This design comes from an exercise in tuning for small area on the open sky130 flow, not from production work. No functional check of the RTL was part of any run shown here.

`design.v`:
```
module Median_Finder_9inputs_8bits(
    output wire [7:0] median_pixel,
    output wire       out_valid,
    input  wire [7:0] pixel0, pixel1, pixel2,
    input  wire [7:0] pixel3, pixel4, pixel5,
    input  wire [7:0] pixel6, pixel7, pixel8,
    input  wire       in_valid,
    input  wire       rst,
    input  wire       clk
);
    reg [2:0] valid_q;
    always @(posedge clk) begin
        if (rst) valid_q <= 3'b0;
        else     valid_q <= {valid_q[1:0], in_valid};
    end
    assign out_valid = valid_q[2];
    wire [7:0] x0_0 = pixel0, x0_1 = pixel1, x0_2 = pixel2;
    wire [7:0] x0_3 = pixel3, x0_4 = pixel4, x0_5 = pixel5;
    wire [7:0] x0_6 = pixel6, x0_7 = pixel7, x0_8 = pixel8;
    wire [7:0] m;    
    wire e7_0 = x0_0[7];
    wire e7_1 = x0_1[7];
    wire e7_2 = x0_2[7];
    wire e7_3 = x0_3[7];
    wire e7_4 = x0_4[7];
    wire e7_5 = x0_5[7];
    wire e7_6 = x0_6[7];
    wire e7_7 = x0_7[7];
    wire e7_8 = x0_8[7];
    assign m[7] = maj9({e7_8, e7_7, e7_6, e7_5, e7_4, e7_3, e7_2, e7_1, e7_0});
    wire g7_0 = 1'b0, l7_0 = 1'b0;
    wire g7_1 = 1'b0, l7_1 = 1'b0;
    wire g7_2 = 1'b0, l7_2 = 1'b0;
    wire g7_3 = 1'b0, l7_3 = 1'b0;
    wire g7_4 = 1'b0, l7_4 = 1'b0;
    wire g7_5 = 1'b0, l7_5 = 1'b0;
    wire g7_6 = 1'b0, l7_6 = 1'b0;
    wire g7_7 = 1'b0, l7_7 = 1'b0;
    wire g7_8 = 1'b0, l7_8 = 1'b0;
    wire P6_0 = g7_0 | (x0_0[6] & e7_0);
    wire Q6_0 = e7_0 | (x0_0[6] & ~l7_0);
    wire e6_0 = m[7] ? P6_0 : Q6_0;
    wire P6_1 = g7_1 | (x0_1[6] & e7_1);
    wire Q6_1 = e7_1 | (x0_1[6] & ~l7_1);
    wire e6_1 = m[7] ? P6_1 : Q6_1;
    wire P6_2 = g7_2 | (x0_2[6] & e7_2);
    wire Q6_2 = e7_2 | (x0_2[6] & ~l7_2);
    wire e6_2 = m[7] ? P6_2 : Q6_2;
    wire P6_3 = g7_3 | (x0_3[6] & e7_3);
    wire Q6_3 = e7_3 | (x0_3[6] & ~l7_3);
    wire e6_3 = m[7] ? P6_3 : Q6_3;
    wire P6_4 = g7_4 | (x0_4[6] & e7_4);
    wire Q6_4 = e7_4 | (x0_4[6] & ~l7_4);
    wire e6_4 = m[7] ? P6_4 : Q6_4;
    wire P6_5 = g7_5 | (x0_5[6] & e7_5);
    wire Q6_5 = e7_5 | (x0_5[6] & ~l7_5);
    wire e6_5 = m[7] ? P6_5 : Q6_5;
    wire P6_6 = g7_6 | (x0_6[6] & e7_6);
    wire Q6_6 = e7_6 | (x0_6[6] & ~l7_6);
    wire e6_6 = m[7] ? P6_6 : Q6_6;
    wire P6_7 = g7_7 | (x0_7[6] & e7_7);
    wire Q6_7 = e7_7 | (x0_7[6] & ~l7_7);
    wire e6_7 = m[7] ? P6_7 : Q6_7;
    wire P6_8 = g7_8 | (x0_8[6] & e7_8);
    wire Q6_8 = e7_8 | (x0_8[6] & ~l7_8);
    wire e6_8 = m[7] ? P6_8 : Q6_8;
    wire lo6_0 = m[7] ? (P6_0 & P6_1 & P6_2) : (Q6_0 & Q6_1 & Q6_2);
    wire hi6_0 = m[7] ? (P6_0 | P6_1 | P6_2) : (Q6_0 | Q6_1 | Q6_2);
    wire md6_0 = m[7] ? maj3(P6_0, P6_1, P6_2) : maj3(Q6_0, Q6_1, Q6_2);
    wire lo6_1 = m[7] ? (P6_3 & P6_4 & P6_5) : (Q6_3 & Q6_4 & Q6_5);
    wire hi6_1 = m[7] ? (P6_3 | P6_4 | P6_5) : (Q6_3 | Q6_4 | Q6_5);
    wire md6_1 = m[7] ? maj3(P6_3, P6_4, P6_5) : maj3(Q6_3, Q6_4, Q6_5);
    wire lo6_2 = m[7] ? (P6_6 & P6_7 & P6_8) : (Q6_6 & Q6_7 & Q6_8);
    wire hi6_2 = m[7] ? (P6_6 | P6_7 | P6_8) : (Q6_6 | Q6_7 | Q6_8);
    wire md6_2 = m[7] ? maj3(P6_6, P6_7, P6_8) : maj3(Q6_6, Q6_7, Q6_8);
    assign m[6] = maj3(lo6_0 | lo6_1 | lo6_2, hi6_0 & hi6_1 & hi6_2, maj3(md6_0, md6_1, md6_2));
    wire g6_0 = m[7] ? g7_0 : e7_0;
    wire l6_0 = m[7] ? (l7_0 | ~e7_0) : l7_0;
    wire g6_1 = m[7] ? g7_1 : e7_1;
    wire l6_1 = m[7] ? (l7_1 | ~e7_1) : l7_1;
    wire g6_2 = m[7] ? g7_2 : e7_2;
    wire l6_2 = m[7] ? (l7_2 | ~e7_2) : l7_2;
    wire g6_3 = m[7] ? g7_3 : e7_3;
    wire l6_3 = m[7] ? (l7_3 | ~e7_3) : l7_3;
    wire g6_4 = m[7] ? g7_4 : e7_4;
    wire l6_4 = m[7] ? (l7_4 | ~e7_4) : l7_4;
    wire g6_5 = m[7] ? g7_5 : e7_5;
    wire l6_5 = m[7] ? (l7_5 | ~e7_5) : l7_5;
    wire g6_6 = m[7] ? g7_6 : e7_6;
    wire l6_6 = m[7] ? (l7_6 | ~e7_6) : l7_6;
    wire g6_7 = m[7] ? g7_7 : e7_7;
    wire l6_7 = m[7] ? (l7_7 | ~e7_7) : l7_7;
    wire g6_8 = m[7] ? g7_8 : e7_8;
    wire l6_8 = m[7] ? (l7_8 | ~e7_8) : l7_8;
    wire P5_0 = g6_0 | (x0_0[5] & e6_0);
    wire Q5_0 = e6_0 | (x0_0[5] & ~l6_0);
    wire e5_0 = m[6] ? P5_0 : Q5_0;
    wire P5_1 = g6_1 | (x0_1[5] & e6_1);
    wire Q5_1 = e6_1 | (x0_1[5] & ~l6_1);
    wire e5_1 = m[6] ? P5_1 : Q5_1;
    wire P5_2 = g6_2 | (x0_2[5] & e6_2);
    wire Q5_2 = e6_2 | (x0_2[5] & ~l6_2);
    wire e5_2 = m[6] ? P5_2 : Q5_2;
    wire P5_3 = g6_3 | (x0_3[5] & e6_3);
    wire Q5_3 = e6_3 | (x0_3[5] & ~l6_3);
    wire e5_3 = m[6] ? P5_3 : Q5_3;
    wire P5_4 = g6_4 | (x0_4[5] & e6_4);
    wire Q5_4 = e6_4 | (x0_4[5] & ~l6_4);
    wire e5_4 = m[6] ? P5_4 : Q5_4;
    wire P5_5 = g6_5 | (x0_5[5] & e6_5);
    wire Q5_5 = e6_5 | (x0_5[5] & ~l6_5);
    wire e5_5 = m[6] ? P5_5 : Q5_5;
    wire P5_6 = g6_6 | (x0_6[5] & e6_6);
    wire Q5_6 = e6_6 | (x0_6[5] & ~l6_6);
    wire e5_6 = m[6] ? P5_6 : Q5_6;
    wire P5_7 = g6_7 | (x0_7[5] & e6_7);
    wire Q5_7 = e6_7 | (x0_7[5] & ~l6_7);
    wire e5_7 = m[6] ? P5_7 : Q5_7;
    wire P5_8 = g6_8 | (x0_8[5] & e6_8);
    wire Q5_8 = e6_8 | (x0_8[5] & ~l6_8);
    wire e5_8 = m[6] ? P5_8 : Q5_8;
    wire lo5_0 = m[6] ? (P5_0 & P5_1 & P5_2) : (Q5_0 & Q5_1 & Q5_2);
    wire hi5_0 = m[6] ? (P5_0 | P5_1 | P5_2) : (Q5_0 | Q5_1 | Q5_2);
    wire md5_0 = m[6] ? maj3(P5_0, P5_1, P5_2) : maj3(Q5_0, Q5_1, Q5_2);
    wire lo5_1 = m[6] ? (P5_3 & P5_4 & P5_5) : (Q5_3 & Q5_4 & Q5_5);
    wire hi5_1 = m[6] ? (P5_3 | P5_4 | P5_5) : (Q5_3 | Q5_4 | Q5_5);
    wire md5_1 = m[6] ? maj3(P5_3, P5_4, P5_5) : maj3(Q5_3, Q5_4, Q5_5);
    wire lo5_2 = m[6] ? (P5_6 & P5_7 & P5_8) : (Q5_6 & Q5_7 & Q5_8);
    wire hi5_2 = m[6] ? (P5_6 | P5_7 | P5_8) : (Q5_6 | Q5_7 | Q5_8);
    wire md5_2 = m[6] ? maj3(P5_6, P5_7, P5_8) : maj3(Q5_6, Q5_7, Q5_8);
    assign m[5] = maj3(lo5_0 | lo5_1 | lo5_2, hi5_0 & hi5_1 & hi5_2, maj3(md5_0, md5_1, md5_2));
    wire g5_0 = m[6] ? g6_0 : e6_0;
    wire l5_0 = m[6] ? (l6_0 | ~e6_0) : l6_0;
    wire g5_1 = m[6] ? g6_1 : e6_1;
    wire l5_1 = m[6] ? (l6_1 | ~e6_1) : l6_1;
    wire g5_2 = m[6] ? g6_2 : e6_2;
    wire l5_2 = m[6] ? (l6_2 | ~e6_2) : l6_2;
    wire g5_3 = m[6] ? g6_3 : e6_3;
    wire l5_3 = m[6] ? (l6_3 | ~e6_3) : l6_3;
    wire g5_4 = m[6] ? g6_4 : e6_4;
    wire l5_4 = m[6] ? (l6_4 | ~e6_4) : l6_4;
    wire g5_5 = m[6] ? g6_5 : e6_5;
    wire l5_5 = m[6] ? (l6_5 | ~e6_5) : l6_5;
    wire g5_6 = m[6] ? g6_6 : e6_6;
    wire l5_6 = m[6] ? (l6_6 | ~e6_6) : l6_6;
    wire g5_7 = m[6] ? g6_7 : e6_7;
    wire l5_7 = m[6] ? (l6_7 | ~e6_7) : l6_7;
    wire g5_8 = m[6] ? g6_8 : e6_8;
    wire l5_8 = m[6] ? (l6_8 | ~e6_8) : l6_8;
    wire gf0_0 = g5_0 | (e5_0 & ~m[5]);
    wire lf0_0 = l5_0 | (~e5_0 & m[5]);
    wire gf0_1 = g5_1 | (e5_1 & ~m[5]);
    wire lf0_1 = l5_1 | (~e5_1 & m[5]);
    wire gf0_2 = g5_2 | (e5_2 & ~m[5]);
    wire lf0_2 = l5_2 | (~e5_2 & m[5]);
    wire gf0_3 = g5_3 | (e5_3 & ~m[5]);
    wire lf0_3 = l5_3 | (~e5_3 & m[5]);
    wire gf0_4 = g5_4 | (e5_4 & ~m[5]);
    wire lf0_4 = l5_4 | (~e5_4 & m[5]);
    wire gf0_5 = g5_5 | (e5_5 & ~m[5]);
    wire lf0_5 = l5_5 | (~e5_5 & m[5]);
    wire gf0_6 = g5_6 | (e5_6 & ~m[5]);
    wire lf0_6 = l5_6 | (~e5_6 & m[5]);
    wire gf0_7 = g5_7 | (e5_7 & ~m[5]);
    wire lf0_7 = l5_7 | (~e5_7 & m[5]);
    wire gf0_8 = g5_8 | (e5_8 & ~m[5]);
    wire lf0_8 = l5_8 | (~e5_8 & m[5]);
    reg [4:0] x1_0, x1_1, x1_2, x1_3, x1_4, x1_5, x1_6, x1_7, x1_8;
    reg [7:5] mr0;
    always @(posedge clk) begin
        x1_0 <= ({5{gf0_0}} | x0_0[4:0]) & ~{5{lf0_0}};
        x1_1 <= ({5{gf0_1}} | x0_1[4:0]) & ~{5{lf0_1}};
        x1_2 <= ({5{gf0_2}} | x0_2[4:0]) & ~{5{lf0_2}};
        x1_3 <= ({5{gf0_3}} | x0_3[4:0]) & ~{5{lf0_3}};
        x1_4 <= ({5{gf0_4}} | x0_4[4:0]) & ~{5{lf0_4}};
        x1_5 <= ({5{gf0_5}} | x0_5[4:0]) & ~{5{lf0_5}};
        x1_6 <= ({5{gf0_6}} | x0_6[4:0]) & ~{5{lf0_6}};
        x1_7 <= ({5{gf0_7}} | x0_7[4:0]) & ~{5{lf0_7}};
        x1_8 <= ({5{gf0_8}} | x0_8[4:0]) & ~{5{lf0_8}};
        mr0 <= m[7:5];
    end
    wire e4_0 = x1_0[4];
    wire e4_1 = x1_1[4];
    wire e4_2 = x1_2[4];
    wire e4_3 = x1_3[4];
    wire e4_4 = x1_4[4];
    wire e4_5 = x1_5[4];
    wire e4_6 = x1_6[4];
    wire e4_7 = x1_7[4];
    wire e4_8 = x1_8[4];
    assign m[4] = maj9({e4_8, e4_7, e4_6, e4_5, e4_4, e4_3, e4_2, e4_1, e4_0});
    wire g4_0 = 1'b0, l4_0 = 1'b0;
    wire g4_1 = 1'b0, l4_1 = 1'b0;
    wire g4_2 = 1'b0, l4_2 = 1'b0;
    wire g4_3 = 1'b0, l4_3 = 1'b0;
    wire g4_4 = 1'b0, l4_4 = 1'b0;
    wire g4_5 = 1'b0, l4_5 = 1'b0;
    wire g4_6 = 1'b0, l4_6 = 1'b0;
    wire g4_7 = 1'b0, l4_7 = 1'b0;
    wire g4_8 = 1'b0, l4_8 = 1'b0;
    wire P3_0 = g4_0 | (x1_0[3] & e4_0);
    wire Q3_0 = e4_0 | (x1_0[3] & ~l4_0);
    wire e3_0 = m[4] ? P3_0 : Q3_0;
    wire P3_1 = g4_1 | (x1_1[3] & e4_1);
    wire Q3_1 = e4_1 | (x1_1[3] & ~l4_1);
    wire e3_1 = m[4] ? P3_1 : Q3_1;
    wire P3_2 = g4_2 | (x1_2[3] & e4_2);
    wire Q3_2 = e4_2 | (x1_2[3] & ~l4_2);
    wire e3_2 = m[4] ? P3_2 : Q3_2;
    wire P3_3 = g4_3 | (x1_3[3] & e4_3);
    wire Q3_3 = e4_3 | (x1_3[3] & ~l4_3);
    wire e3_3 = m[4] ? P3_3 : Q3_3;
    wire P3_4 = g4_4 | (x1_4[3] & e4_4);
    wire Q3_4 = e4_4 | (x1_4[3] & ~l4_4);
    wire e3_4 = m[4] ? P3_4 : Q3_4;
    wire P3_5 = g4_5 | (x1_5[3] & e4_5);
    wire Q3_5 = e4_5 | (x1_5[3] & ~l4_5);
    wire e3_5 = m[4] ? P3_5 : Q3_5;
    wire P3_6 = g4_6 | (x1_6[3] & e4_6);
    wire Q3_6 = e4_6 | (x1_6[3] & ~l4_6);
    wire e3_6 = m[4] ? P3_6 : Q3_6;
    wire P3_7 = g4_7 | (x1_7[3] & e4_7);
    wire Q3_7 = e4_7 | (x1_7[3] & ~l4_7);
    wire e3_7 = m[4] ? P3_7 : Q3_7;
    wire P3_8 = g4_8 | (x1_8[3] & e4_8);
    wire Q3_8 = e4_8 | (x1_8[3] & ~l4_8);
    wire e3_8 = m[4] ? P3_8 : Q3_8;
    wire lo3_0 = m[4] ? (P3_0 & P3_1 & P3_2) : (Q3_0 & Q3_1 & Q3_2);
    wire hi3_0 = m[4] ? (P3_0 | P3_1 | P3_2) : (Q3_0 | Q3_1 | Q3_2);
    wire md3_0 = m[4] ? maj3(P3_0, P3_1, P3_2) : maj3(Q3_0, Q3_1, Q3_2);
    wire lo3_1 = m[4] ? (P3_3 & P3_4 & P3_5) : (Q3_3 & Q3_4 & Q3_5);
    wire hi3_1 = m[4] ? (P3_3 | P3_4 | P3_5) : (Q3_3 | Q3_4 | Q3_5);
    wire md3_1 = m[4] ? maj3(P3_3, P3_4, P3_5) : maj3(Q3_3, Q3_4, Q3_5);
    wire lo3_2 = m[4] ? (P3_6 & P3_7 & P3_8) : (Q3_6 & Q3_7 & Q3_8);
    wire hi3_2 = m[4] ? (P3_6 | P3_7 | P3_8) : (Q3_6 | Q3_7 | Q3_8);
    wire md3_2 = m[4] ? maj3(P3_6, P3_7, P3_8) : maj3(Q3_6, Q3_7, Q3_8);
    assign m[3] = maj3(lo3_0 | lo3_1 | lo3_2, hi3_0 & hi3_1 & hi3_2, maj3(md3_0, md3_1, md3_2));
    wire g3_0 = m[4] ? g4_0 : e4_0;
    wire l3_0 = m[4] ? (l4_0 | ~e4_0) : l4_0;
    wire g3_1 = m[4] ? g4_1 : e4_1;
    wire l3_1 = m[4] ? (l4_1 | ~e4_1) : l4_1;
    wire g3_2 = m[4] ? g4_2 : e4_2;
    wire l3_2 = m[4] ? (l4_2 | ~e4_2) : l4_2;
    wire g3_3 = m[4] ? g4_3 : e4_3;
    wire l3_3 = m[4] ? (l4_3 | ~e4_3) : l4_3;
    wire g3_4 = m[4] ? g4_4 : e4_4;
    wire l3_4 = m[4] ? (l4_4 | ~e4_4) : l4_4;
    wire g3_5 = m[4] ? g4_5 : e4_5;
    wire l3_5 = m[4] ? (l4_5 | ~e4_5) : l4_5;
    wire g3_6 = m[4] ? g4_6 : e4_6;
    wire l3_6 = m[4] ? (l4_6 | ~e4_6) : l4_6;
    wire g3_7 = m[4] ? g4_7 : e4_7;
    wire l3_7 = m[4] ? (l4_7 | ~e4_7) : l4_7;
    wire g3_8 = m[4] ? g4_8 : e4_8;
    wire l3_8 = m[4] ? (l4_8 | ~e4_8) : l4_8;
    wire P2_0 = g3_0 | (x1_0[2] & e3_0);
    wire Q2_0 = e3_0 | (x1_0[2] & ~l3_0);
    wire e2_0 = m[3] ? P2_0 : Q2_0;
    wire P2_1 = g3_1 | (x1_1[2] & e3_1);
    wire Q2_1 = e3_1 | (x1_1[2] & ~l3_1);
    wire e2_1 = m[3] ? P2_1 : Q2_1;
    wire P2_2 = g3_2 | (x1_2[2] & e3_2);
    wire Q2_2 = e3_2 | (x1_2[2] & ~l3_2);
    wire e2_2 = m[3] ? P2_2 : Q2_2;
    wire P2_3 = g3_3 | (x1_3[2] & e3_3);
    wire Q2_3 = e3_3 | (x1_3[2] & ~l3_3);
    wire e2_3 = m[3] ? P2_3 : Q2_3;
    wire P2_4 = g3_4 | (x1_4[2] & e3_4);
    wire Q2_4 = e3_4 | (x1_4[2] & ~l3_4);
    wire e2_4 = m[3] ? P2_4 : Q2_4;
    wire P2_5 = g3_5 | (x1_5[2] & e3_5);
    wire Q2_5 = e3_5 | (x1_5[2] & ~l3_5);
    wire e2_5 = m[3] ? P2_5 : Q2_5;
    wire P2_6 = g3_6 | (x1_6[2] & e3_6);
    wire Q2_6 = e3_6 | (x1_6[2] & ~l3_6);
    wire e2_6 = m[3] ? P2_6 : Q2_6;
    wire P2_7 = g3_7 | (x1_7[2] & e3_7);
    wire Q2_7 = e3_7 | (x1_7[2] & ~l3_7);
    wire e2_7 = m[3] ? P2_7 : Q2_7;
    wire P2_8 = g3_8 | (x1_8[2] & e3_8);
    wire Q2_8 = e3_8 | (x1_8[2] & ~l3_8);
    wire e2_8 = m[3] ? P2_8 : Q2_8;
    wire lo2_0 = m[3] ? (P2_0 & P2_1 & P2_2) : (Q2_0 & Q2_1 & Q2_2);
    wire hi2_0 = m[3] ? (P2_0 | P2_1 | P2_2) : (Q2_0 | Q2_1 | Q2_2);
    wire md2_0 = m[3] ? maj3(P2_0, P2_1, P2_2) : maj3(Q2_0, Q2_1, Q2_2);
    wire lo2_1 = m[3] ? (P2_3 & P2_4 & P2_5) : (Q2_3 & Q2_4 & Q2_5);
    wire hi2_1 = m[3] ? (P2_3 | P2_4 | P2_5) : (Q2_3 | Q2_4 | Q2_5);
    wire md2_1 = m[3] ? maj3(P2_3, P2_4, P2_5) : maj3(Q2_3, Q2_4, Q2_5);
    wire lo2_2 = m[3] ? (P2_6 & P2_7 & P2_8) : (Q2_6 & Q2_7 & Q2_8);
    wire hi2_2 = m[3] ? (P2_6 | P2_7 | P2_8) : (Q2_6 | Q2_7 | Q2_8);
    wire md2_2 = m[3] ? maj3(P2_6, P2_7, P2_8) : maj3(Q2_6, Q2_7, Q2_8);
    assign m[2] = maj3(lo2_0 | lo2_1 | lo2_2, hi2_0 & hi2_1 & hi2_2, maj3(md2_0, md2_1, md2_2));
    wire g2_0 = m[3] ? g3_0 : e3_0;
    wire l2_0 = m[3] ? (l3_0 | ~e3_0) : l3_0;
    wire g2_1 = m[3] ? g3_1 : e3_1;
    wire l2_1 = m[3] ? (l3_1 | ~e3_1) : l3_1;
    wire g2_2 = m[3] ? g3_2 : e3_2;
    wire l2_2 = m[3] ? (l3_2 | ~e3_2) : l3_2;
    wire g2_3 = m[3] ? g3_3 : e3_3;
    wire l2_3 = m[3] ? (l3_3 | ~e3_3) : l3_3;
    wire g2_4 = m[3] ? g3_4 : e3_4;
    wire l2_4 = m[3] ? (l3_4 | ~e3_4) : l3_4;
    wire g2_5 = m[3] ? g3_5 : e3_5;
    wire l2_5 = m[3] ? (l3_5 | ~e3_5) : l3_5;
    wire g2_6 = m[3] ? g3_6 : e3_6;
    wire l2_6 = m[3] ? (l3_6 | ~e3_6) : l3_6;
    wire g2_7 = m[3] ? g3_7 : e3_7;
    wire l2_7 = m[3] ? (l3_7 | ~e3_7) : l3_7;
    wire g2_8 = m[3] ? g3_8 : e3_8;
    wire l2_8 = m[3] ? (l3_8 | ~e3_8) : l3_8;
    wire gf1_0 = g2_0 | (e2_0 & ~m[2]);
    wire lf1_0 = l2_0 | (~e2_0 & m[2]);
    wire gf1_1 = g2_1 | (e2_1 & ~m[2]);
    wire lf1_1 = l2_1 | (~e2_1 & m[2]);
    wire gf1_2 = g2_2 | (e2_2 & ~m[2]);
    wire lf1_2 = l2_2 | (~e2_2 & m[2]);
    wire gf1_3 = g2_3 | (e2_3 & ~m[2]);
    wire lf1_3 = l2_3 | (~e2_3 & m[2]);
    wire gf1_4 = g2_4 | (e2_4 & ~m[2]);
    wire lf1_4 = l2_4 | (~e2_4 & m[2]);
    wire gf1_5 = g2_5 | (e2_5 & ~m[2]);
    wire lf1_5 = l2_5 | (~e2_5 & m[2]);
    wire gf1_6 = g2_6 | (e2_6 & ~m[2]);
    wire lf1_6 = l2_6 | (~e2_6 & m[2]);
    wire gf1_7 = g2_7 | (e2_7 & ~m[2]);
    wire lf1_7 = l2_7 | (~e2_7 & m[2]);
    wire gf1_8 = g2_8 | (e2_8 & ~m[2]);
    wire lf1_8 = l2_8 | (~e2_8 & m[2]);
    reg [1:0] x2_0, x2_1, x2_2, x2_3, x2_4, x2_5, x2_6, x2_7, x2_8;
    reg [7:2] mr1;
    always @(posedge clk) begin
        x2_0 <= ({2{gf1_0}} | x1_0[1:0]) & ~{2{lf1_0}};
        x2_1 <= ({2{gf1_1}} | x1_1[1:0]) & ~{2{lf1_1}};
        x2_2 <= ({2{gf1_2}} | x1_2[1:0]) & ~{2{lf1_2}};
        x2_3 <= ({2{gf1_3}} | x1_3[1:0]) & ~{2{lf1_3}};
        x2_4 <= ({2{gf1_4}} | x1_4[1:0]) & ~{2{lf1_4}};
        x2_5 <= ({2{gf1_5}} | x1_5[1:0]) & ~{2{lf1_5}};
        x2_6 <= ({2{gf1_6}} | x1_6[1:0]) & ~{2{lf1_6}};
        x2_7 <= ({2{gf1_7}} | x1_7[1:0]) & ~{2{lf1_7}};
        x2_8 <= ({2{gf1_8}} | x1_8[1:0]) & ~{2{lf1_8}};
        mr1 <= {mr0, m[4:2]};
    end
    wire e1_0 = x2_0[1];
    wire e1_1 = x2_1[1];
    wire e1_2 = x2_2[1];
    wire e1_3 = x2_3[1];
    wire e1_4 = x2_4[1];
    wire e1_5 = x2_5[1];
    wire e1_6 = x2_6[1];
    wire e1_7 = x2_7[1];
    wire e1_8 = x2_8[1];
    assign m[1] = maj9({e1_8, e1_7, e1_6, e1_5, e1_4, e1_3, e1_2, e1_1, e1_0});
    wire g1_0 = 1'b0, l1_0 = 1'b0;
    wire g1_1 = 1'b0, l1_1 = 1'b0;
    wire g1_2 = 1'b0, l1_2 = 1'b0;
    wire g1_3 = 1'b0, l1_3 = 1'b0;
    wire g1_4 = 1'b0, l1_4 = 1'b0;
    wire g1_5 = 1'b0, l1_5 = 1'b0;
    wire g1_6 = 1'b0, l1_6 = 1'b0;
    wire g1_7 = 1'b0, l1_7 = 1'b0;
    wire g1_8 = 1'b0, l1_8 = 1'b0;
    wire P0_0 = g1_0 | (x2_0[0] & e1_0);
    wire Q0_0 = e1_0 | (x2_0[0] & ~l1_0);
    wire e0_0 = m[1] ? P0_0 : Q0_0;
    wire P0_1 = g1_1 | (x2_1[0] & e1_1);
    wire Q0_1 = e1_1 | (x2_1[0] & ~l1_1);
    wire e0_1 = m[1] ? P0_1 : Q0_1;
    wire P0_2 = g1_2 | (x2_2[0] & e1_2);
    wire Q0_2 = e1_2 | (x2_2[0] & ~l1_2);
    wire e0_2 = m[1] ? P0_2 : Q0_2;
    wire P0_3 = g1_3 | (x2_3[0] & e1_3);
    wire Q0_3 = e1_3 | (x2_3[0] & ~l1_3);
    wire e0_3 = m[1] ? P0_3 : Q0_3;
    wire P0_4 = g1_4 | (x2_4[0] & e1_4);
    wire Q0_4 = e1_4 | (x2_4[0] & ~l1_4);
    wire e0_4 = m[1] ? P0_4 : Q0_4;
    wire P0_5 = g1_5 | (x2_5[0] & e1_5);
    wire Q0_5 = e1_5 | (x2_5[0] & ~l1_5);
    wire e0_5 = m[1] ? P0_5 : Q0_5;
    wire P0_6 = g1_6 | (x2_6[0] & e1_6);
    wire Q0_6 = e1_6 | (x2_6[0] & ~l1_6);
    wire e0_6 = m[1] ? P0_6 : Q0_6;
    wire P0_7 = g1_7 | (x2_7[0] & e1_7);
    wire Q0_7 = e1_7 | (x2_7[0] & ~l1_7);
    wire e0_7 = m[1] ? P0_7 : Q0_7;
    wire P0_8 = g1_8 | (x2_8[0] & e1_8);
    wire Q0_8 = e1_8 | (x2_8[0] & ~l1_8);
    wire e0_8 = m[1] ? P0_8 : Q0_8;
    wire lo0_0 = m[1] ? (P0_0 & P0_1 & P0_2) : (Q0_0 & Q0_1 & Q0_2);
    wire hi0_0 = m[1] ? (P0_0 | P0_1 | P0_2) : (Q0_0 | Q0_1 | Q0_2);
    wire md0_0 = m[1] ? maj3(P0_0, P0_1, P0_2) : maj3(Q0_0, Q0_1, Q0_2);
    wire lo0_1 = m[1] ? (P0_3 & P0_4 & P0_5) : (Q0_3 & Q0_4 & Q0_5);
    wire hi0_1 = m[1] ? (P0_3 | P0_4 | P0_5) : (Q0_3 | Q0_4 | Q0_5);
    wire md0_1 = m[1] ? maj3(P0_3, P0_4, P0_5) : maj3(Q0_3, Q0_4, Q0_5);
    wire lo0_2 = m[1] ? (P0_6 & P0_7 & P0_8) : (Q0_6 & Q0_7 & Q0_8);
    wire hi0_2 = m[1] ? (P0_6 | P0_7 | P0_8) : (Q0_6 | Q0_7 | Q0_8);
    wire md0_2 = m[1] ? maj3(P0_6, P0_7, P0_8) : maj3(Q0_6, Q0_7, Q0_8);
    assign m[0] = maj3(lo0_0 | lo0_1 | lo0_2, hi0_0 & hi0_1 & hi0_2, maj3(md0_0, md0_1, md0_2));
    wire g0_0 = m[1] ? g1_0 : e1_0;
    wire l0_0 = m[1] ? (l1_0 | ~e1_0) : l1_0;
    wire g0_1 = m[1] ? g1_1 : e1_1;
    wire l0_1 = m[1] ? (l1_1 | ~e1_1) : l1_1;
    wire g0_2 = m[1] ? g1_2 : e1_2;
    wire l0_2 = m[1] ? (l1_2 | ~e1_2) : l1_2;
    wire g0_3 = m[1] ? g1_3 : e1_3;
    wire l0_3 = m[1] ? (l1_3 | ~e1_3) : l1_3;
    wire g0_4 = m[1] ? g1_4 : e1_4;
    wire l0_4 = m[1] ? (l1_4 | ~e1_4) : l1_4;
    wire g0_5 = m[1] ? g1_5 : e1_5;
    wire l0_5 = m[1] ? (l1_5 | ~e1_5) : l1_5;
    wire g0_6 = m[1] ? g1_6 : e1_6;
    wire l0_6 = m[1] ? (l1_6 | ~e1_6) : l1_6;
    wire g0_7 = m[1] ? g1_7 : e1_7;
    wire l0_7 = m[1] ? (l1_7 | ~e1_7) : l1_7;
    wire g0_8 = m[1] ? g1_8 : e1_8;
    wire l0_8 = m[1] ? (l1_8 | ~e1_8) : l1_8;
    wire gf2_0 = g0_0 | (e0_0 & ~m[0]);
    wire lf2_0 = l0_0 | (~e0_0 & m[0]);
    wire gf2_1 = g0_1 | (e0_1 & ~m[0]);
    wire lf2_1 = l0_1 | (~e0_1 & m[0]);
    wire gf2_2 = g0_2 | (e0_2 & ~m[0]);
    wire lf2_2 = l0_2 | (~e0_2 & m[0]);
    wire gf2_3 = g0_3 | (e0_3 & ~m[0]);
    wire lf2_3 = l0_3 | (~e0_3 & m[0]);
    wire gf2_4 = g0_4 | (e0_4 & ~m[0]);
    wire lf2_4 = l0_4 | (~e0_4 & m[0]);
    wire gf2_5 = g0_5 | (e0_5 & ~m[0]);
    wire lf2_5 = l0_5 | (~e0_5 & m[0]);
    wire gf2_6 = g0_6 | (e0_6 & ~m[0]);
    wire lf2_6 = l0_6 | (~e0_6 & m[0]);
    wire gf2_7 = g0_7 | (e0_7 & ~m[0]);
    wire lf2_7 = l0_7 | (~e0_7 & m[0]);
    wire gf2_8 = g0_8 | (e0_8 & ~m[0]);
    wire lf2_8 = l0_8 | (~e0_8 & m[0]);
    reg [7:0] mr2;
    always @(posedge clk) begin
        mr2 <= {mr1, m[1:0]};
    end
    assign median_pixel = mr2;
    function maj9(input [8:0] v);
        begin
            maj9 = maj3((&v[2:0]) | (&v[5:3]) | (&v[8:6]),
                        (|v[2:0]) & (|v[5:3]) & (|v[8:6]),
                        maj3(maj3(v[0], v[1], v[2]), maj3(v[3], v[4], v[5]),
                             maj3(v[6], v[7], v[8])));
        end
    endfunction
    function maj3(input a, input b, input c);
        maj3 = (a & b) | (b & c) | (a & c);
    endfunction
endmodule
```
`constraint.sdc`:
```
create_clock -name core_clock -period 2.5 [get_ports {clk}]
set_input_delay 0.5000 -clock core_clock [delete_from_list [all_inputs] [get_ports {clk}]]
set_output_delay 0.5000 -clock core_clock [all_outputs]
set_load 0.01 [all_outputs]
```
`config.mk`:
```
export PLATFORM = sky130hd
export DESIGN_NAME = Median_Finder_9inputs_8bits
export DESIGN_NICKNAME = Median_Finder_9inputs_8bits
export VERILOG_FILES = /design/flow/design.v
export SDC_FILE = /design/flow/constraint.sdc
export NUM_CORES = 4
export LEC_CHECK = 0
export ABC_AREA = 1
export CAP_MARGIN = 20
export CORE_MARGIN = 2
export CORE_UTILIZATION = 40
export SLEW_MARGIN = 20
```
`flow/make_vars.txt`:
```
# extra make variables for the layout, one per line
BUFFER_PORTS_ARGS=-buffer_cell sky130_fd_sc_hd__buf_2
```
`flow/run.sh`:
```
#!/bin/bash
# Own layout flow: the standard flow, with two changes:
#  - synthesis maps the logic with the ABC script in flow/abc.script (an
#    area-oriented mapping) instead of ORFS's; the rest of the standard
#    synthesis (synth_recipe.tcl) is unchanged, so registers keep their names;
#  - port buffers are plain buffers (flow/ports.txt names the cell) instead
#    of the default delay cell.
# Each tool's output goes to a log file in the folder this runs in.
set -euo pipefail
W=$PWD
F=$W/flow
sed 's|log_cmd abc {\*}\$abc_args|log_cmd abc {*}[lreplace $abc_args 1 1 '"$F"'/abc.script]|' \
    "$FLOW_HOME/scripts/synth.tcl" > "$W/own_synth_core.tcl"
grep -q "$F/abc.script" "$W/own_synth_core.tcl"
sed "s|source \$::env(SCRIPTS_DIR)/synth.tcl|source $W/own_synth_core.tcl|" \
    "$W/synth_recipe.tcl" > "$W/own_synth.tcl"
grep -q "own_synth_core.tcl" "$W/own_synth.tcl"
bash "$W/standard.sh" "SYNTH_SCRIPT=$W/own_synth.tcl" synth > "$W/own_synth.log" 2>&1
EXTRA=()
while read -r line; do
    [[ -z "$line" || "$line" == \#* ]] || EXTRA+=("$line")
done < "$F/make_vars.txt"
bash "$W/standard.sh" "${EXTRA[@]}" finish > "$W/own_layout.log" 2>&1
```
`standard.sh`:
```
#!/bin/bash
# synth_recipe.tcl (not shown) runs the flow's synth.tcl, then flattens the netlist and writes it again
# the make line also repeats each setting of config.mk as NAME=value (left out here)
make -C /OpenROAD-flow-scripts/flow DESIGN_CONFIG=/design/flow/config.mk WORK_HOME=/design/flow/orfs CLKGATE_MAP_FILE= SYNTH_SCRIPT=/design/flow/synth_recipe.tcl "${@:-finish}"
```
`flow/abc.script`:
```
strash
dch
amap
topo
stime -c
```
==> flow_summary.ini, run 1 <==
[yosys]
synth_area_leaders = dfxtp_1, nor2_1, o21a_1
synth_warnings = 1
synth_top_area_share_pct = 34.7
ys_seq_area_share_pct = 34.7
syn_inst = 671
syn-num-nets = 746
synth_top_area_cell = dfxtp_1
synthTopCellsByCount = nor2_1, dfxtp_1, o21a_1
syn_avg_cell_area_um2 = 7.14
ys_async_sr_fraction_pct = 0
synth_ff_type = dfxtp_1
synth.ff_latch_count = 83
synth_edf_count = 0
synthesis.area_um2 = 4790
synth_cell_type_count = 32
synth_most_common_cell = nor2_1

[run_status]
so_faults = negative setup slack
outcome = finished with violations

[sta]
finalSetupViolations = 65
clock_skew_ns = 0.00739
slew_violations = 0
setup_slack_ns = -1.26
tightest_slew_ns = 0.591
finalHoldViolations = 0
finalSetupTns_ns = -70.16
slew_headroom_pct = 60.2
rsz0062_at_grt = yes
fin_crit_sh_pct = 150
period_minus_slack_ns = 3.76
fmaxAchievable_mhz = 266

[finish]
final-seq-area_um2 = 1670
n_antenna_cell = 0
nFillCells = 919
multi_input_area_um2 = 3490
finalInstanceArea_um2 = 8410
drive_gt1_share_pct = 45.6
synthToLayoutAreaGrowth_pct = 75.6
num-nets-final = 1098
instances_no_fill = 1171

[drt]
wl_per_cell_um = 15.8
antenna_left = 0
via_per_inst = 5.42
vias = 6341
drt_iter0_drc = 371
routed_wirelength_um = 18500
post-route-drc-count = 0
firstDrtPassIters = 7

[global_route]
globalRoute.totalOverflow = 0
grt_max_degree = 18
antenna_found_initial = 0
grt_pass1_vias = 6317
grt_util_all_layers_pct = 28.6
grt_first_pass_wirelength_um = 29100

[place]
pre_cts_ws_ns = -1.77
io_buffers = 83
finalWeightedCongestion = 0.917
dpl.hpwl_um = 13900
dpl_cell_area_um2 = 7170
dp_cells = 1110

[worst_hold_path]
hold_path.class = reg -> reg
min_from = mr1[2]

[worst_setup_path]
crit_start = x1_7[4]
critPathCaptureType = flop
rr_startpoint = x1_7[4]
crit_type = reg -> reg
critPathLaunchType = flop
critPathMaxFanout = 8
crit_required_ns = 2.80
crit_arrival_ns = 4.05

[clocking]
htree_levels = 3
clock_path_buffers = 2
clkTransAtPathRegs_ns = 0.07
cts_tree = yes
cts_sinks = 83
clock_latency_ns = 0.36
cts_made_buffers = 9
clockRootBuffer = clkbuf_16

[floorplanning]
std_cell_rows = 39
fp.dieW_um = 113
coreArea_um2 = 11600
initial_core_util_pct = 41.4
die_area_um2 = 12900
die_h_um = 113
ios = 84

[job]
maxCapViolCount = 0
## stage by stage
step	utilization [%]	hold WS, ns
2_1_floorplan	-	0.310
3_3_place_gp	62.0	0.310
3_5_place_dp	62.0	0.314
4_1_cts	69.5	0.319
5_1_grt	72.7	0.331
6_report	72.7	0.330
## layout make-up
type / count / area share [%]
flip-flops and latches: 83 / 19.9
clock inverters: 7 / 1.10
repair buffers: 338 / 28.8
inverters: 63 / 3.74
repair inverters: 1 / 0.193
well taps: 143 / 2.13
clock buffers: 9 / 2.68
multi-input cells: 527 / 41.5
## critical path, cell delays in order (launching register included)
cell,delay (ns)
dfxtp_4,0.38
inv_4,0.04
nor2_4,0.13
o22ai_2,0.09
o221a_1,0.23
a21oi_2,0.12
a222oi_1,0.10
buf_4,0.19
inv_8,0.08
nor2_4,0.03
or2_1,0.22
o21ai_2,0.17
clkinv_2,0.11
nor2_4,0.10
nor2_1,0.05
o32a_1,0.36
a222oi_1,0.36
buf_4,0.23
o21ai_4,0.13
a222oi_1,0.38
o21a_1,0.18
## state kept, by name, summed over array words and instances, names as in the netlist, 3 cells and up
name,flops
mr2,8
mr1,6
x1_0,5
x1_1,5
x1_2,5
x1_3,5
x1_4,5
x1_5,5
x1_6,5
x1_7,5
x1_8,5
mr0,3
valid_q,3
## layer usage
metal  vias up  share of wire (%)  global-route usage (%)
met5         -                  0                       0
met4         0                3.3                    11.1
met3        55                4.7                    6.32
met2       201                 52                    54.2
met1      2923                 40                    30.9
li1       3162                  -                       -
## logic make-up (layout without fill, tap and decap cells)
| kind of cell | count (synthesis) | in the layout | synth area share, % |
|---|---|---|---|
| AO/OA/AOI/OAI | 280 | 282 | 39.6 |
| buffers and inverters | 63 | 418 | 4.94 |
| flip-flops | 83 | 83 | 34.7 |
| AND/OR/NAND/NOR | 245 | 245 | 20.8 |
## final timing paths
kind / slack, ns / cells after the start / to
setup reg to reg: -1.26 / 20 / x2_7[0]
hold / removal: 0.33 / 0 / mr2[2]
hold reg to reg: 0.33 / 0 / mr2[2]
setup / recovery: -1.26 / 20 / x2_7[0]
## repair_timing
action | 4_1_cts | 5_1_grt
endpoints found under the setup margin | 66 | 66
hold buffers | 0 | 0
endpoints found under the hold margin | 0 | 0
buffers inserted | 30 | 15
pin swaps | 40 | 35
cloned | 3 | 0
gates resized for setup | 98 | 71
## placed cells by master, fill, tap and decap left out, drive strengths merged
master,instances
o32a,2
o32ai,1
o211ai,3
a2111oi,1
o22a,3
nand2,65
a21o,2
a22oi,9
o221ai,9
and2,2
o21ai,70
or2,8
o22ai,29
bufinv,1
dfxtp,83
a21oi,31
o31ai,3
o21a,72
a31oi,8
a21boi,1
nor2,144
a222oi,16
a32oi,2
o21bai,2
inv,14
o311ai,1
buf,338
clkbuf,9
nand4,3
a221oi,10
o221a,2
a211oi,5
nor2b,12
nand3,3
clkinv,56
nor3,8
==> run 2: changes to the inputs <==
==> flow/abc.script (replaced) <==
strash
dch
map -a
topo
stime -c
buffer -c
upsize -c
dnsize -c
==> flow_summary.ini, run 2 <==
[yosys]
synth.ff_latch_count = 83
synthTopCellsByCount = inv_1, nor2_1, a21oi_1
synth_top_area_share_pct = 31.3
syn_inst = 840
synth_area_leaders = dfxtp_1, a21oi_1, inv_1
synthesis.area_um2 = 5310
synth_warnings = 1
synth_most_common_cell = inv_1
ys_seq_area_share_pct = 31.3
synth_ff_type = dfxtp_1
synth_top_area_cell = dfxtp_1
synth_edf_count = 0
ys_async_sr_fraction_pct = 0
syn-num-nets = 915
syn_avg_cell_area_um2 = 6.32
synth_cell_type_count = 48

[worst_setup_path]
critPathLaunchType = flop
critPathCaptureType = flop
crit_arrival_ns = 3.56
crit_type = reg -> reg
crit_required_ns = 2.78
critPathMaxFanout = 8

[clocking]
cts_tree = yes
hold_buffers = 0
clkTransAtPathRegs_ns = 0.07
clock_path_buffers = 2
cts_sinks = 83
clockRootBuffer = clkbuf_16
clock_latency_ns = 0.35
htree_levels = 3
cts_made_buffers = 9

[worst_hold_path]
hold_path.class = in -> reg

[sta]
rsz0062_at_grt = yes
fmaxAchievable_mhz = 305
slew_violations = 0
fin_crit_sh_pct = 131
slew_headroom_pct = 52.1
whs_ns = 0.325
period_minus_slack_ns = 3.28
setup_slack_ns = -0.777
finalHoldViolations = 0
finalSetupViolations = 65
tightest_slew_ns = 0.712
clock_skew_ns = 0.0127

[global_route]
grt_first_pass_wirelength_um = 29100
antenna_found_initial = 0
globalRoute.totalOverflow = 0
grt_max_degree = 16
grt_util_all_layers_pct = 25.4
grt_pass1_vias = 6413

[drt]
routed_wirelength_um = 19700
met2_wirelength_um = 10300
met1_length_um = 7980
wl_met3_um = 711
routed.top_layer = met4
antenna_left = 0
drt_iter0_drc = 287
firstDrtPassIters = 5
via_per_inst = 5.07
vias = 6801
wl_per_cell_um = 14.7
post-route-drc-count = 0

[place]
io_buffers = 83
dpl.hpwl_um = 13100
finalWeightedCongestion = 0.880
dpl_cell_area_um2 = 7390

[floorplanning]
ios = 84
initial_core_util_pct = 40.6
die_h_um = 119
die_area_um2 = 14200
coreArea_um2 = 13100
std_cell_rows = 42
fp.dieW_um = 119

[finish]
finalInstanceArea_um2 = 9520
regMostFlops = mr2
reg_top3 = mr2: 8 flops, mr1: 6 flops
largest_reg_flops = 8
num-nets-final = 1235
nFillCells = 1010
final_common_cell = buf_4
final_cell_mix = buf_4, inv_1, nor2_1
final_util_pct = 72.8
drive_gt1_share_pct = 50.7
synthToLayoutAreaGrowth_pct = 79.4
n_antenna_cell = 0

[run_status]
so_faults = negative setup slack
outcome = finished with violations

[job]
maxCapViolCount = 0
==> run 2: worst paths after layout <==
check | start | end | slack (ns) | cells past startpoint
worst max-delay path | x1_1[4] | x2_8[1] | -0.78 | 20
worst min-delay path | rst | valid_q[1] | 0.33 | 2
worst max register to register | x1_1[4] | x2_8[1] | -0.78 | 20
worst min register to register | mr1[4] | mr2[4] | 0.33 | 0
==> run 2: cell families after synthesis <==
group,count (synthesis),share of synthesized area [%]
buf+inv,202,14.7
fa+ha+maj,5,0.943
mux,2,0.377
simple gates,277,21.1
flops,83,31.3
compound gates,271,31.5
==> run 2: worst max-delay path, stage by stage, from the launching register on <==
cell and delay (ns):
dfxtp_2 0.38, nand2_1 0.16, a21oi_4 0.20, nor2_1 0.10
o21ai_4 0.22, nand2_8 0.12, buf_8 0.16, nor2_4 0.11
inv_2 0.06, a21oi_4 0.20, o21ai_4 0.10, a21oi_2 0.19
o22ai_2 0.09, maj3_2 0.33, o31ai_4 0.08, nand2_4 0.15
inv_4 0.11, buf_12 0.14, buf_6 0.10, a21oi_2 0.05
a21oi_2 0.14
==> run 2: timing repair <==
item / CTS / global route
resized for setup: 214 / 135
pin swaps: 31 / 53
setup buffers: 40 / 15
setup endpoints to repair: 65 / 65
gates cloned: 1 / 1
==> run 2: cell type report <==
cell class / instances / area [um2] / share of cell area [%]
multi-input cells: 555 / 4150 / 43.5
repair buffers: 321 / 2400 / 25.2
flip-flops and latches: 83 / 1680 / 17.7
inverters: 189 / 749 / 7.87
clock buffers: 10 / 239 / 2.51
well taps: 176 / 220 / 2.31
clock inverters: 6 / 73.8 / 0.775
repair inverters: 1 / 8.76 / 0.0920
==> run 2: stage by stage <==
step | instances | setup WS, ns | setup TNS, ns
floorplan | 840 | -0.566 | -28.15
global placement | 1269 | -1.18 | -66.65
detailed placement | 1269 | -1.19 | -66.37
CTS | 1326 | -0.612 | -34.01
global route | 1341 | -0.923 | -53.20
finish | 1341 | -0.777 | -42.89
==> run 2: routing by layer <==
| layer | up-vias | GRT usage (%) |
|---|---|---|
| met5 | - | 0 |
| met3 | 54 | 3.11 |
| met4 | 0 | 10.3 |
| li1 | 3425 | - |
| met2 | 177 | 47.3 |
| met1 | 3145 | 29.1 |

[separate check: timing with driven ports]
The results above use ideal ports. As a check the final layouts listed here were re-extracted and re-timed, cells and wires unchanged. Step 1: set_driving_cell puts a clkbuf_16 on clk and a buf_2 on each other input, an assumption about the parent block. Step 2 times the ports against the registers' clock, not the clock port: input delays grow and output delays shrink by t, the midpoint of the rising clock arrivals with the driver on. Slacks: ideal ports / drivers / drivers and shift; pairs: ideal ports / drivers.
run | shift t [ns] | setup slack, ns | worst hold slack (ns) | clock arrival spread, ns | pins driven straight from the clock port
run 1 | 0.395 | -1.255 / -1.255 / -1.510 | 0.330 / 0.309 / 0.330 | 0.007 / 0.008 | 1
run 2 | 0.389 | -0.777 / -0.777 / -1.106 | 0.325 / 0.313 / 0.326 | 0.013 / 0.014 | 1
For run 2, which loses most, drivers alone change the setup slack by 0.000 ns; drivers and shift together by -0.329 ns.
